From an optimization exercise on the open Yosys and OpenROAD flow, aimed at small area; shortcuts taken in it are not production practice.
The RTL was checked by simulation tests, not by an equivalence proof against the original design.

==> build 51 <==
// eth_rx
module eth_rx (
    input wire i_clk,
    input wire i_reset,
    input wire [31:0] i_xver_rx_data,
    output logic [31:0] m00_axis_tdata,
    output logic [3:0] m00_axis_tkeep,
    output logic m00_axis_tvalid,
    output logic m00_axis_tlast,
    output logic m00_axis_tuser
);
export LEC_CHECK = 0
export CAP_MARGIN = 0
export CORE_MARGIN = 2
export CORE_UTILIZATION = 40
export CTS_BUF_LIST = sky130_fd_sc_hd__clkbuf_8
export CTS_CLUSTER_DIAMETER = 60
export CTS_CLUSTER_SIZE = 20
export SLEW_MARGIN = 0
create_clock -name core_clock -period 6.5 [get_ports {i_clk}]
standard.sh (not shown) runs the stock make flow with config.mk's settings and CLKGATE_MAP_FILE= SYNTH_SCRIPT=/design/flow/synth_recipe.tcl, a recipe that flattens the netlist after the stock synthesis.
==> flow/flow/run.sh <==
#!/bin/bash
# Layout flow: the standard flow (standard.sh, the ORFS make targets), with
#  - ABC run with an area-oriented mapping script (flow/abc_speed.script:
#    choice-based structural rewriting and area-recovering mapping, no
#    buffering/upsizing; the repair steps after placement fix any timing);
#    everything else in synthesis is the standard one, so the registers
#    are the standard synthesis's;
#  - CTS without dummy load cells;
#  - the smallest buffer on every input and output port.
# Each tool's log is in orfs/logs/; this script's own output is in flow.log.
set -euo pipefail
W=$(pwd)
{
  echo "copying ORFS scripts to $W/scripts_mod"
  rm -rf "$W/scripts_mod"
  cp -r "$FLOW_HOME/scripts" "$W/scripts_mod"
  cp "$W/flow/abc_speed.script" "$W/scripts_mod/abc_speed.script"
  bash "$W/standard.sh" \
    "SCRIPTS_DIR=$W/scripts_mod" \
    "CTS_ARGS=-sink_clustering_enable -repair_clock_nets -dont_use_dummy_load -buf_list sky130_fd_sc_hd__clkbuf_8 -sink_clustering_size 20 -sink_clustering_max_diameter 60" \
    "BUFFER_PORTS_ARGS=-buffer_cell sky130_fd_sc_hd__buf_1" \
    finish
} > "$W/flow.log" 2>&1
==> flow/flow/abc_speed.script <==
&get -n
&st
&dch -f
&nf -R 1000
&st
&dch -f
&nf -R 1000
&st
&dch -f
&nf -R 1000
&st
&dch -f
&nf -R 1000
&put
topo
stime -c
dnsize -c
==> inputs of build 30, as changes to build 51 <==
==> flow/flow/abc_speed.script (replaced) <==
&get -n
&st
&dch -f
&nf -R 1000
&st
&dch -f
&nf -R 1000
&st
&dch -f
&nf -R 1000
&st
&dch -f
&nf -R 1000
&put
strash
dch -f
amap -m
topo
stime -c
dnsize -c
Settings changed: GPL_TIMING_DRIVEN set to 0.
==> notes <==
Of build 51 and build 30, build 51 has the higher non-clock buffer count (gap 13).
Against build 51, the clock skew of build 30 is higher by 0.086 ns.
Between build 30 and build 51, the lower fmax is in build 30 (gap 25%, measured against build 51).
In clock-buffer cell count, build 51 and build 30 do not differ.
In build 51 the core utilization is lower than in build 30, by 0.35 points.
Of build 30 and build 51, build 51 has the higher die area (gap 1.9%, measured against build 51).
Against build 51, the setup slack of build 30 is lower by 1.5 ns.

---

==> run B <==
Another version of the RTL of eth_rx (not shown whole).
Settings: LEC_CHECK=0, CAP_MARGIN=0, CORE_MARGIN=2, CORE_UTILIZATION=40, CTS_BUF_LIST=sky130_fd_sc_hd__clkbuf_4, SLEW_MARGIN=0; clock period 6.5 ns.
run.sh (not shown) runs the stock make flow with config.mk's settings and CLKGATE_MAP_FILE= SYNTH_SCRIPT=/design/flow/synth_recipe.tcl, a recipe that flattens the netlist after the stock synthesis.
Stock flow here: none of the scripts above is used.
==> inputs of run H, as changes to run B <==
CAP_MARGIN = 20   (was 0)
CTS_BUF_LIST = default   (was sky130_fd_sc_hd__clkbuf_4)
SLEW_MARGIN = 20   (was 0)
==> run summary <==
The area growth from synthesis to final layout came out at 11.9%. The routed length per instance is 22.6 um. For this block, wires on met1 add up to just under 30000 um. The flow ran to the end and the layout has no timing, DRC or antenna violations. Across the routed clock network, the largest skew measured is between 0.08 and 0.09 ns. The overall fraction of global-route tracks in use came out at between 20% and 30%. The routed design uses roughly 33000 um of met2 wire. Hold is met by 0.441 ns.
-- figures above: run B

==> run summary <==
The largest net degree at the start of global routing came out at 85. The tightest hold path in the finished design has a slack of 0.446 ns. In the final routed layout, each cell accounts on average for about 23 um. The detailed-routed wire length on met2 came out at 33000 um. The overall fraction of global-route tracks in use came out at 24.3%. The area of all placed cells without fillers came out at between 0.02 and 0.025 mm^2.

The clock skew after layout came out at 0.0204 ns. The flow ran to the end and the layout has no timing, DRC or antenna violations. For this block, wires on met1 add up to around 29000 um.
-- figures above: run H


---

==> inputs of sierra <==
Another version of the RTL of eth_rx (not shown whole).
Design eth_rx, start of the top module:
module eth_rx (
    input wire i_clk,
    input wire i_reset,
    input wire [31:0] i_xver_rx_data,
    output logic [31:0] m00_axis_tdata,
    output logic [3:0] m00_axis_tkeep,
    output logic m00_axis_tvalid,
    output logic m00_axis_tlast,
    output logic m00_axis_tuser
);
Settings: LEC_CHECK=0, CAP_MARGIN=0, CORE_MARGIN=2, CORE_UTILIZATION=40, CTS_BUF_LIST=sky130_fd_sc_hd__clkbuf_8, CTS_CLUSTER_DIAMETER=60, CTS_CLUSTER_SIZE=20, GPL_TIMING_DRIVEN=0, SLEW_MARGIN=0; clock period 6.5 ns.
standard.sh (not shown) runs the stock make flow with config.mk's settings and CLKGATE_MAP_FILE= SYNTH_SCRIPT=/design/flow/synth_recipe.tcl, a recipe that flattens the netlist after the stock synthesis.
==> flow/flow/run.sh <==
#!/bin/bash
# Layout flow: the standard flow (standard.sh, the ORFS make targets), with
#  - ABC run with an area-oriented script (flow/abc_speed.script): AIG
#    resynthesis (&deepsyn), choice-based rewriting with area-recovering
#    mapping (&dch/&nf), then area-only standard-cell mapping (amap); no
#    buffering/upsizing in ABC, the repair steps after placement fix timing.
#    Everything else in synthesis is the standard one, so the registers are
#    the standard synthesis's;
#  - CTS without dummy load cells;
#  - the smallest buffer on every input and output port.
# Each tool's log is in orfs/logs/; this script's own output is in flow.log.
set -euo pipefail
W=$(pwd)
{
  echo "copying ORFS scripts to $W/scripts_mod"
  rm -rf "$W/scripts_mod"
  cp -r "$FLOW_HOME/scripts" "$W/scripts_mod"
  cp "$W/flow/abc_speed.script" "$W/scripts_mod/abc_speed.script"
  bash "$W/standard.sh" \
    "SCRIPTS_DIR=$W/scripts_mod" \
    "CTS_ARGS=-sink_clustering_enable -repair_clock_nets -dont_use_dummy_load -buf_list sky130_fd_sc_hd__clkbuf_8 -sink_clustering_size 20 -sink_clustering_max_diameter 60" \
    "BUFFER_PORTS_ARGS=-buffer_cell sky130_fd_sc_hd__buf_1" \
    finish
} > "$W/flow.log" 2>&1
==> flow/flow/abc_speed.script <==
&get -n
&st
&deepsyn -T 60
&dch -f
&nf -R 1000
&st
&dch -f
&nf -R 1000
&st
&dch -f
&nf -R 1000
&st
&dch -f
&nf -R 1000
&put
strash
dch -f
amap -m
topo
stime -c
dnsize -c
==> ember (differences from sierra) <==
--- a/flow/design.v
+++ b/flow/design.v
@@ -347,39 +347,27 @@
         end
     end
     always_comb begin
         case (state)
             LOCK_INIT: next_state = RESET_CNT;
             RESET_CNT: next_state = TEST_SH;
-            TEST_SH: begin
-                if (sh_valid) begin
-                    next_state = VALID_SH;
-                end else begin
-                    next_state = INVALID_SH;
-                end
-            end
+            TEST_SH: next_state = sh_valid ? VALID_SH : INVALID_SH;
             VALID_SH: begin
-                if (cnt_64 && inv_zero) begin
-                    next_state = LOCK_INIT;
-                end else if (cnt_64) begin
-                    next_state = RESET_CNT;
-                end else if (sh_valid) begin
-                    next_state = VALID_SH;
+                if (cnt_64) begin
+                    next_state = inv_zero ? LOCK_INIT : RESET_CNT;
                 end else begin
-                    next_state = INVALID_SH;
+                    next_state = sh_valid ? VALID_SH : INVALID_SH;
                 end
             end
             INVALID_SH: begin
                 if (cnt_64 && !inv_16) begin
                     next_state = RESET_CNT;
                 end else if (inv_16) begin
                     next_state = SLIP;
-                end else if (sh_valid) begin
-                    next_state = VALID_SH;
                 end else begin
-                    next_state = INVALID_SH;
+                    next_state = sh_valid ? VALID_SH : INVALID_SH;
                 end
             end
             default: next_state = RESET_CNT;   
         endcase
     end
     always_ff @(posedge i_clk) begin
@@ -417,29 +405,24 @@
     always_ff @(posedge i_rxc) begin
         if (i_rx_data_valid && (output_decode_frame || i_next_decode)) begin
             rxd_q <= i_rxd;
         end
     end
     function automatic logic [7:0] cc_map(input logic [6:0] icode);
-        logic [2:0] h;
-        logic [3:0] lo_exp;
-        logic match;
-        logic [7:0] rs;
-        h = icode[6:4];
-        case (h)
-            3'd0: begin lo_exp = 4'h6; rs = RS_LPI;   end    
-            3'd1: begin lo_exp = 4'he; rs = RS_ERROR; end    
-            3'd2: begin lo_exp = 4'hd; rs = RS_RES0;  end    
-            3'd3: begin lo_exp = 4'h3; rs = RS_RES1;  end    
-            3'd4: begin lo_exp = 4'hb; rs = RS_RES2;  end    
-            3'd5: begin lo_exp = 4'h5; rs = RS_RES3;  end    
-            3'd6: begin lo_exp = 4'h6; rs = RS_RES4;  end    
-            default: begin lo_exp = 4'h8; rs = RS_RES5; end  
+        case (icode)
+            CC_IDLE:    cc_map = RS_IDLE;
+            CC_LPI:     cc_map = RS_LPI;
+            CC_ERROR:   cc_map = RS_ERROR;
+            CC_RES0:    cc_map = RS_RES0;
+            CC_RES1:    cc_map = RS_RES1;
+            CC_RES2:    cc_map = RS_RES2;
+            CC_RES3:    cc_map = RS_RES3;
+            CC_RES4:    cc_map = RS_RES4;
+            CC_RES5:    cc_map = RS_RES5;
+            default:    cc_map = RS_IDLE;
         endcase
-        match = icode[3:0] == lo_exp;
-        cc_map = match ? rs : RS_IDLE;
     endfunction
     wire is_data = i_rx_header == SYNC_DATA;
     wire [7:0] bt = rxd_q[7:0];
     wire t_idle = !is_data && bt == BT_IDLE;
     wire t_o4   = !is_data && bt == BT_O4;
     wire t_s4   = !is_data && bt == BT_S4;
==> flow/flow/abc_speed.script (replaced) <==
&get -n
&st
&deepsyn -T 60
&dch -f
&nf -R 1000
&st
&dch -f
&nf -R 1000
&st
&dch -f
&nf -R 1000
&st
&dch -f
&nf -R 1000
&put
topo
stime -c
dnsize -c
GPL_TIMING_DRIVEN = default   (was 0)
==> indigo (differences from sierra) <==
--- a/flow/design.v
+++ b/flow/design.v
@@ -347,39 +347,27 @@
         end
     end
     always_comb begin
         case (state)
             LOCK_INIT: next_state = RESET_CNT;
             RESET_CNT: next_state = TEST_SH;
-            TEST_SH: begin
-                if (sh_valid) begin
-                    next_state = VALID_SH;
-                end else begin
-                    next_state = INVALID_SH;
-                end
-            end
+            TEST_SH: next_state = sh_valid ? VALID_SH : INVALID_SH;
             VALID_SH: begin
-                if (cnt_64 && inv_zero) begin
-                    next_state = LOCK_INIT;
-                end else if (cnt_64) begin
-                    next_state = RESET_CNT;
-                end else if (sh_valid) begin
-                    next_state = VALID_SH;
+                if (cnt_64) begin
+                    next_state = inv_zero ? LOCK_INIT : RESET_CNT;
                 end else begin
-                    next_state = INVALID_SH;
+                    next_state = sh_valid ? VALID_SH : INVALID_SH;
                 end
             end
             INVALID_SH: begin
                 if (cnt_64 && !inv_16) begin
                     next_state = RESET_CNT;
                 end else if (inv_16) begin
                     next_state = SLIP;
-                end else if (sh_valid) begin
-                    next_state = VALID_SH;
                 end else begin
-                    next_state = INVALID_SH;
+                    next_state = sh_valid ? VALID_SH : INVALID_SH;
                 end
             end
             default: next_state = RESET_CNT;   
         endcase
     end
     always_ff @(posedge i_clk) begin
@@ -417,29 +405,24 @@
     always_ff @(posedge i_rxc) begin
         if (i_rx_data_valid && (output_decode_frame || i_next_decode)) begin
             rxd_q <= i_rxd;
         end
     end
     function automatic logic [7:0] cc_map(input logic [6:0] icode);
-        logic [2:0] h;
-        logic [3:0] lo_exp;
-        logic match;
-        logic [7:0] rs;
-        h = icode[6:4];
-        case (h)
-            3'd0: begin lo_exp = 4'h6; rs = RS_LPI;   end    
-            3'd1: begin lo_exp = 4'he; rs = RS_ERROR; end    
-            3'd2: begin lo_exp = 4'hd; rs = RS_RES0;  end    
-            3'd3: begin lo_exp = 4'h3; rs = RS_RES1;  end    
-            3'd4: begin lo_exp = 4'hb; rs = RS_RES2;  end    
-            3'd5: begin lo_exp = 4'h5; rs = RS_RES3;  end    
-            3'd6: begin lo_exp = 4'h6; rs = RS_RES4;  end    
-            default: begin lo_exp = 4'h8; rs = RS_RES5; end  
+        case (icode)
+            CC_IDLE:    cc_map = RS_IDLE;
+            CC_LPI:     cc_map = RS_LPI;
+            CC_ERROR:   cc_map = RS_ERROR;
+            CC_RES0:    cc_map = RS_RES0;
+            CC_RES1:    cc_map = RS_RES1;
+            CC_RES2:    cc_map = RS_RES2;
+            CC_RES3:    cc_map = RS_RES3;
+            CC_RES4:    cc_map = RS_RES4;
+            CC_RES5:    cc_map = RS_RES5;
+            default:    cc_map = RS_IDLE;
         endcase
-        match = icode[3:0] == lo_exp;
-        cc_map = match ? rs : RS_IDLE;
     endfunction
     wire is_data = i_rx_header == SYNC_DATA;
     wire [7:0] bt = rxd_q[7:0];
     wire t_idle = !is_data && bt == BT_IDLE;
     wire t_o4   = !is_data && bt == BT_O4;
     wire t_s4   = !is_data && bt == BT_S4;
GPL_TIMING_DRIVEN = default   (was 0)
==> metrics.md <==
| Metric | Value |
|---|---|
| Hold slack | `392 ps` |
| Status | `finished clean` |
| Complex-gate fraction of the synthesized area | `31.3%` |
| Tmin final | `5890 ps` |
| Width of the die | `200 µm` |
| Hold_sp | `xgmii_rx_data[31]$_DFF_P_` |
| Post-Syn Area per Cell | `8.16 µm²` |
That was sierra.
==> metrics.md <==
| Metric | Value |
|---|---|
| Tmin final | `4940 ps` |
| Most common cell on crit path | `o21ai_0` |
| Width of the die | `201 µm` |
| Post-Syn Area per Cell | `9.54 µm²` |
| Hold slack | `326 ps` |
| Max FFs per register | `58` |
| Status | `finished clean` |
| Hold_sp | `xgmii_rx_data[6]$_DFF_P_` |
| Post CTS Setup Buffer Count | `0` |
That was ember.
==> metrics.md <==
| Metric | Value |
|---|---|
| Complex-gate fraction of the synthesized area | `30.4%` |
| Status | `finished clean` |
| Hold_sp | `xgmii_rx_data[2]$_DFF_P_` |
| Width of the die | `200 µm` |
| Fraction of layout cells with a size suffix above 1 | `2.95%` |
| Tmin final | `5310 ps` |
| Area taken by multi-input logic gates | `7570 µm²` |
| Post-Syn Area per Cell | `8.09 µm²` |
| CTS max path bufs | `3` |
| Ant diodes | `0` |
| Hold slack | `406 ps` |
| # hold bufs at CTS | `0` |
That was indigo.

---

==> 01-02: inputs <==
Another version of the RTL of eth_rx (not shown whole).
clock: 6.5 ns
lec_check: 0
cap_margin: 0
core_margin: 2
core_utilization: 40
cts_buf_list: sky130_fd_sc_hd__clkbuf_4
slew_margin: 0
run.sh (not shown) runs the stock make flow with config.mk's settings and CLKGATE_MAP_FILE= SYNTH_SCRIPT=/design/flow/synth_recipe.tcl, a recipe that flattens the netlist after the stock synthesis.
Stock flow here: none of the scripts above is used.
==> 12-11: changes against 01-02 <==
--- a/flow/design.v
+++ b/flow/design.v
@@ -78,20 +78,20 @@
     endfunction
 endpackage
 `timescale 1ns/1ps
 `default_nettype none
 module slicing_crc (
     input wire i_clk,
-    input wire i_init,
     input wire i_en,
+    input wire i_continue,
     input wire [31:0] i_data,
-    output wire [31:0] o_crc_next
+    output logic [31:0] o_crc
 );
-    logic [31:0] crc_reg;
     wire [31:0] x;
-    assign x = crc_reg ^ i_data;
+    wire [31:0] crc_next;
+    assign x = (i_continue ? o_crc : 32'hFFFFFFFF) ^ i_data;
     wire t0 = x[0] ^ x[22];
     wire t1 = x[2] ^ x[7];
     wire t2 = x[3] ^ x[21];
     wire t3 = x[4] ^ t0;
     wire t4 = x[1] ^ x[23];
     wire t5 = x[16] ^ x[28];
@@ -157,49 +157,47 @@
     wire t65 = x[8] ^ t56;
     wire t66 = x[12] ^ x[13];
     wire t67 = t0 ^ t10;
     wire t68 = x[13] ^ t23;
     wire t69 = x[19] ^ t19;
     wire t70 = t1 ^ t34;
-    assign o_crc_next[0] = x[16] ^ t29 ^ t42 ^ t57;
-    assign o_crc_next[1] = x[4] ^ x[9] ^ x[17] ^ t4 ^ t22 ^ t36;
-    assign o_crc_next[2] = x[2] ^ x[18] ^ t3 ^ t11 ^ t32 ^ t45 ^ t63;
-    assign o_crc_next[3] = x[5] ^ x[29] ^ t46 ^ t48 ^ t52;
-    assign o_crc_next[4] = x[6] ^ x[30] ^ t6 ^ t50 ^ t61;
-    assign o_crc_next[5] = x[7] ^ x[27] ^ t8 ^ t24 ^ t41 ^ t65;
-    assign o_crc_next[6] = x[29] ^ t20 ^ t32 ^ t34 ^ t37 ^ t41;
-    assign o_crc_next[7] = x[1] ^ x[10] ^ t30 ^ t40 ^ t68;
-    assign o_crc_next[8] = t44 ^ t47 ^ t62;
-    assign o_crc_next[9] = t15 ^ t51 ^ t66 ^ t69;
-    assign o_crc_next[10] = x[5] ^ x[21] ^ t3 ^ t26 ^ t70;
-    assign o_crc_next[11] = x[14] ^ x[15] ^ x[22] ^ t12 ^ t14 ^ t32 ^ t39;
-    assign o_crc_next[12] = t43 ^ t50;
-    assign o_crc_next[13] = x[10] ^ x[16] ^ t21 ^ t60 ^ t63;
-    assign o_crc_next[14] = x[1] ^ t24 ^ t35 ^ t51;
-    assign o_crc_next[15] = t8 ^ t27 ^ t55 ^ t70;
-    assign o_crc_next[16] = x[7] ^ x[22] ^ t5 ^ t13 ^ t55 ^ t68;
-    assign o_crc_next[17] = x[14] ^ t7 ^ t20 ^ t54 ^ t61;
-    assign o_crc_next[18] = t33 ^ t35 ^ t45 ^ t60;
-    assign o_crc_next[19] = x[1] ^ t31 ^ t38 ^ t49 ^ t62;
-    assign o_crc_next[20] = x[11] ^ x[17] ^ t5 ^ t12 ^ t19 ^ t48 ^ t53;
-    assign o_crc_next[21] = x[28] ^ t27 ^ t47 ^ t57 ^ t67;
-    assign o_crc_next[22] = x[8] ^ x[22] ^ t15 ^ t31 ^ t35;
-    assign o_crc_next[23] = x[0] ^ x[9] ^ x[23] ^ t9 ^ t12 ^ t59 ^ t65;
-    assign o_crc_next[24] = x[8] ^ x[29] ^ t43 ^ t64;
-    assign o_crc_next[25] = t46 ^ t54 ^ t58;
-    assign o_crc_next[26] = x[28] ^ t44 ^ t58 ^ t64;
-    assign o_crc_next[27] = x[31] ^ t5 ^ t7 ^ t31 ^ t41 ^ t42;
-    assign o_crc_next[28] = x[21] ^ x[24] ^ t10 ^ t20 ^ t53 ^ t66;
-    assign o_crc_next[29] = t4 ^ t8 ^ t40 ^ t49 ^ t67;
-    assign o_crc_next[30] = x[3] ^ x[18] ^ x[22] ^ t21 ^ t40 ^ t52 ^ t59;
-    assign o_crc_next[31] = x[1] ^ x[6] ^ x[25] ^ t0 ^ t22 ^ t69;
+    assign crc_next[0] = x[16] ^ t29 ^ t42 ^ t57;
+    assign crc_next[1] = x[4] ^ x[9] ^ x[17] ^ t4 ^ t22 ^ t36;
+    assign crc_next[2] = x[2] ^ x[18] ^ t3 ^ t11 ^ t32 ^ t45 ^ t63;
+    assign crc_next[3] = x[5] ^ x[29] ^ t46 ^ t48 ^ t52;
+    assign crc_next[4] = x[6] ^ x[30] ^ t6 ^ t50 ^ t61;
+    assign crc_next[5] = x[7] ^ x[27] ^ t8 ^ t24 ^ t41 ^ t65;
+    assign crc_next[6] = x[29] ^ t20 ^ t32 ^ t34 ^ t37 ^ t41;
+    assign crc_next[7] = x[1] ^ x[10] ^ t30 ^ t40 ^ t68;
+    assign crc_next[8] = t44 ^ t47 ^ t62;
+    assign crc_next[9] = t15 ^ t51 ^ t66 ^ t69;
+    assign crc_next[10] = x[5] ^ x[21] ^ t3 ^ t26 ^ t70;
+    assign crc_next[11] = x[14] ^ x[15] ^ x[22] ^ t12 ^ t14 ^ t32 ^ t39;
+    assign crc_next[12] = t43 ^ t50;
+    assign crc_next[13] = x[10] ^ x[16] ^ t21 ^ t60 ^ t63;
+    assign crc_next[14] = x[1] ^ t24 ^ t35 ^ t51;
+    assign crc_next[15] = t8 ^ t27 ^ t55 ^ t70;
+    assign crc_next[16] = x[7] ^ x[22] ^ t5 ^ t13 ^ t55 ^ t68;
+    assign crc_next[17] = x[14] ^ t7 ^ t20 ^ t54 ^ t61;
+    assign crc_next[18] = t33 ^ t35 ^ t45 ^ t60;
+    assign crc_next[19] = x[1] ^ t31 ^ t38 ^ t49 ^ t62;
+    assign crc_next[20] = x[11] ^ x[17] ^ t5 ^ t12 ^ t19 ^ t48 ^ t53;
+    assign crc_next[21] = x[28] ^ t27 ^ t47 ^ t57 ^ t67;
+    assign crc_next[22] = x[8] ^ x[22] ^ t15 ^ t31 ^ t35;
+    assign crc_next[23] = x[0] ^ x[9] ^ x[23] ^ t9 ^ t12 ^ t59 ^ t65;
+    assign crc_next[24] = x[8] ^ x[29] ^ t43 ^ t64;
+    assign crc_next[25] = t46 ^ t54 ^ t58;
+    assign crc_next[26] = x[28] ^ t44 ^ t58 ^ t64;
+    assign crc_next[27] = x[31] ^ t5 ^ t7 ^ t31 ^ t41 ^ t42;
+    assign crc_next[28] = x[21] ^ x[24] ^ t10 ^ t20 ^ t53 ^ t66;
+    assign crc_next[29] = t4 ^ t8 ^ t40 ^ t49 ^ t67;
+    assign crc_next[30] = x[3] ^ x[18] ^ x[22] ^ t21 ^ t40 ^ t52 ^ t59;
+    assign crc_next[31] = x[1] ^ x[6] ^ x[25] ^ t0 ^ t22 ^ t69;
     always_ff @(posedge i_clk)
-    if (i_init) begin
-        crc_reg <= 32'hFFFFFFFF;
-    end else if (i_en) begin
-        crc_reg <= o_crc_next;
+    if (i_en) begin
+        o_crc <= crc_next;
     end
 endmodule
 `timescale 1ns/1ps
 `default_nettype none
 module scrambler #(
     parameter bit DESCRAMBLE = 0,
@@ -526,12 +524,13 @@
     output logic m00_axis_tlast,
     output logic m00_axis_tuser
 );
     logic in_frame;      
     logic next_in_frame;
     logic sfd_found_del;
+    logic prev_full;     
     wire sfd_found;
     wire [DATA_NBYTES-1:0] term_loc;
     wire term_found;
     wire ctl_found;
     wire data_invalid;
     wire frame_end;
@@ -547,13 +546,13 @@
                           (i_xgmii_rxc[1] && i_xgmii_rxd[15: 8] == RS_ERROR) ||
                           (i_xgmii_rxc[0] && i_xgmii_rxd[ 7: 0] == RS_ERROR);
     assign sfd_found = i_phy_rx_valid && (i_xgmii_rxd == {{3{8'h55}}, RS_START}) && (i_xgmii_rxc == 4'b1);
     assign frame_end = i_phy_rx_valid && ctl_found;
     assign next_in_frame = in_frame ? !frame_end : sfd_found;
     always_comb begin
-        if (sfd_found_del) begin
+        if (!in_frame || sfd_found_del) begin
             tkeep = 4'b0000;
         end else begin
             case (1'b1)
                 term_loc[0]: tkeep = 4'b0000;
                 term_loc[1]: tkeep = 4'b0001;
                 term_loc[2]: tkeep = 4'b0011;
@@ -570,32 +569,33 @@
         in_frame <= next_in_frame;
         m00_axis_tvalid <= in_frame && i_phy_rx_valid && !data_invalid && !sfd_found_del;
     end
     always_ff @(posedge i_clk) begin
         m00_axis_tlast <= in_frame && frame_end;
         m00_axis_tuser <= in_frame && fcs_ok;
+        m00_axis_tdata <= i_xgmii_rxd;
+        m00_axis_tkeep <= tkeep;
         if (i_phy_rx_valid) begin
             sfd_found_del <= sfd_found;
-            m00_axis_tdata <= i_xgmii_rxd;
-            m00_axis_tkeep <= in_frame ? tkeep : 4'b0000;
+            prev_full <= in_frame && tkeep[3];
         end
     end
-    wire [31:0] crc_word_next;
+    wire [31:0] crc;
     slicing_crc u_rx_crc (
         .i_clk(i_clk),
-        .i_init(!in_frame),
-        .i_en(i_phy_rx_valid && m00_axis_tkeep[3]),
-        .i_data(m00_axis_tdata),
-        .o_crc_next(crc_word_next)
+        .i_en(i_phy_rx_valid),
+        .i_continue(in_frame && prev_full),
+        .i_data(i_xgmii_rxd),
+        .o_crc(crc)
     );
     always_comb begin
         case (1'b1)
-            term_loc[0]: fcs_ok = crc_word_next == 32'hDEBB20E3;
-            term_loc[1]: fcs_ok = crc_word_next == ({24'd0, i_xgmii_rxd[7:0]} ^ 32'h00BE26ED);
-            term_loc[2]: fcs_ok = crc_word_next == ({16'd0, i_xgmii_rxd[15:0]} ^ 32'hBE26ED00);
-            term_loc[3]: fcs_ok = crc_word_next == ({8'd0, i_xgmii_rxd[23:0]} ^ 32'h2DFD1072);
+            term_loc[0]: fcs_ok = crc == 32'hDEBB20E3;
+            term_loc[1]: fcs_ok = crc == ({24'd0, i_xgmii_rxd[7:0]} ^ 32'h00BE26ED);
+            term_loc[2]: fcs_ok = crc == ({16'd0, i_xgmii_rxd[15:0]} ^ 32'hBE26ED00);
+            term_loc[3]: fcs_ok = crc == ({8'd0, i_xgmii_rxd[23:0]} ^ 32'h2DFD1072);
             default: fcs_ok = 1'b0;
         endcase
     end
 endmodule
 `timescale 1ns/1ps
 `default_nettype none
CTS_BUF_LIST = sky130_fd_sc_hd__clkbuf_8   (was sky130_fd_sc_hd__clkbuf_4)
CTS_CLUSTER_DIAMETER = 60   (was default)
CTS_CLUSTER_SIZE = 20   (was default)
==> 04-27: changes against 01-02 <==
CORE_UTILIZATION = 60   (was 40)
PLACE_DENSITY = 0.75   (was default)
==> notes <==
- Register-to-register slack: 04-27 > 12-11 > 01-02.
- First-iteration DRC count, highest first: 12-11, 04-27, 01-02.
- Between 01-02 and 04-27, the lower design area is in 04-27 (gap about 1.3%, measured against 04-27).
- Sequential share of layout area: 12-11 is higher than 04-27 (0.24 points).

separate check: timing with driven ports:
In the flow no input, the clock included, has a driving cell. The finished layouts below were timed again as built, in two steps.
Step 1, drivers: a clkbuf_16 drives i_clk and a buf_2 each remaining input, both assumed.
Step 2 adds t to the input delays and takes it off the output delays; t is the mean of the earliest and latest rising clock arrival at the registers after step 1. Input paths then give back, and output paths get back, about the clock's delay inside the block.
a / b / c = no drivers / after step 1 / after step 2; a / b = the first two.
run	shift t [ns]	slack for setup (ns)	slew at the worst register clock pin (ns)	worst slew at a driven data input, ns
build 51	0.647	1.939 / 1.939 / 1.939	0.11 / 0.11	0.04
build 30	0.644	0.408 / 0.408 / 0.408	0.12 / 0.12	0.03
run B	0.887	1.492 / 1.492 / 1.492	0.07 / 0.07	0.04
run H	0.617	1.573 / 1.573 / 1.573	0.07 / 0.07	0.05
sierra	0.619	0.611 / 0.611 / 0.611	0.11 / 0.11	0.03
ember	0.627	1.561 / 1.561 / 1.561	0.11 / 0.11	0.04
indigo	0.640	1.192 / 1.192 / 1.192	0.12 / 0.12	0.03
01-02	0.861	1.856 / 1.856 / 1.856	0.07 / 0.07	0.03
12-11	0.683	2.049 / 2.049 / 2.049	0.12 / 0.12	0.04
04-27	0.780	2.121 / 2.121 / 2.121	0.08 / 0.08	0.03
After both steps setup and hold are still met in every run listed.
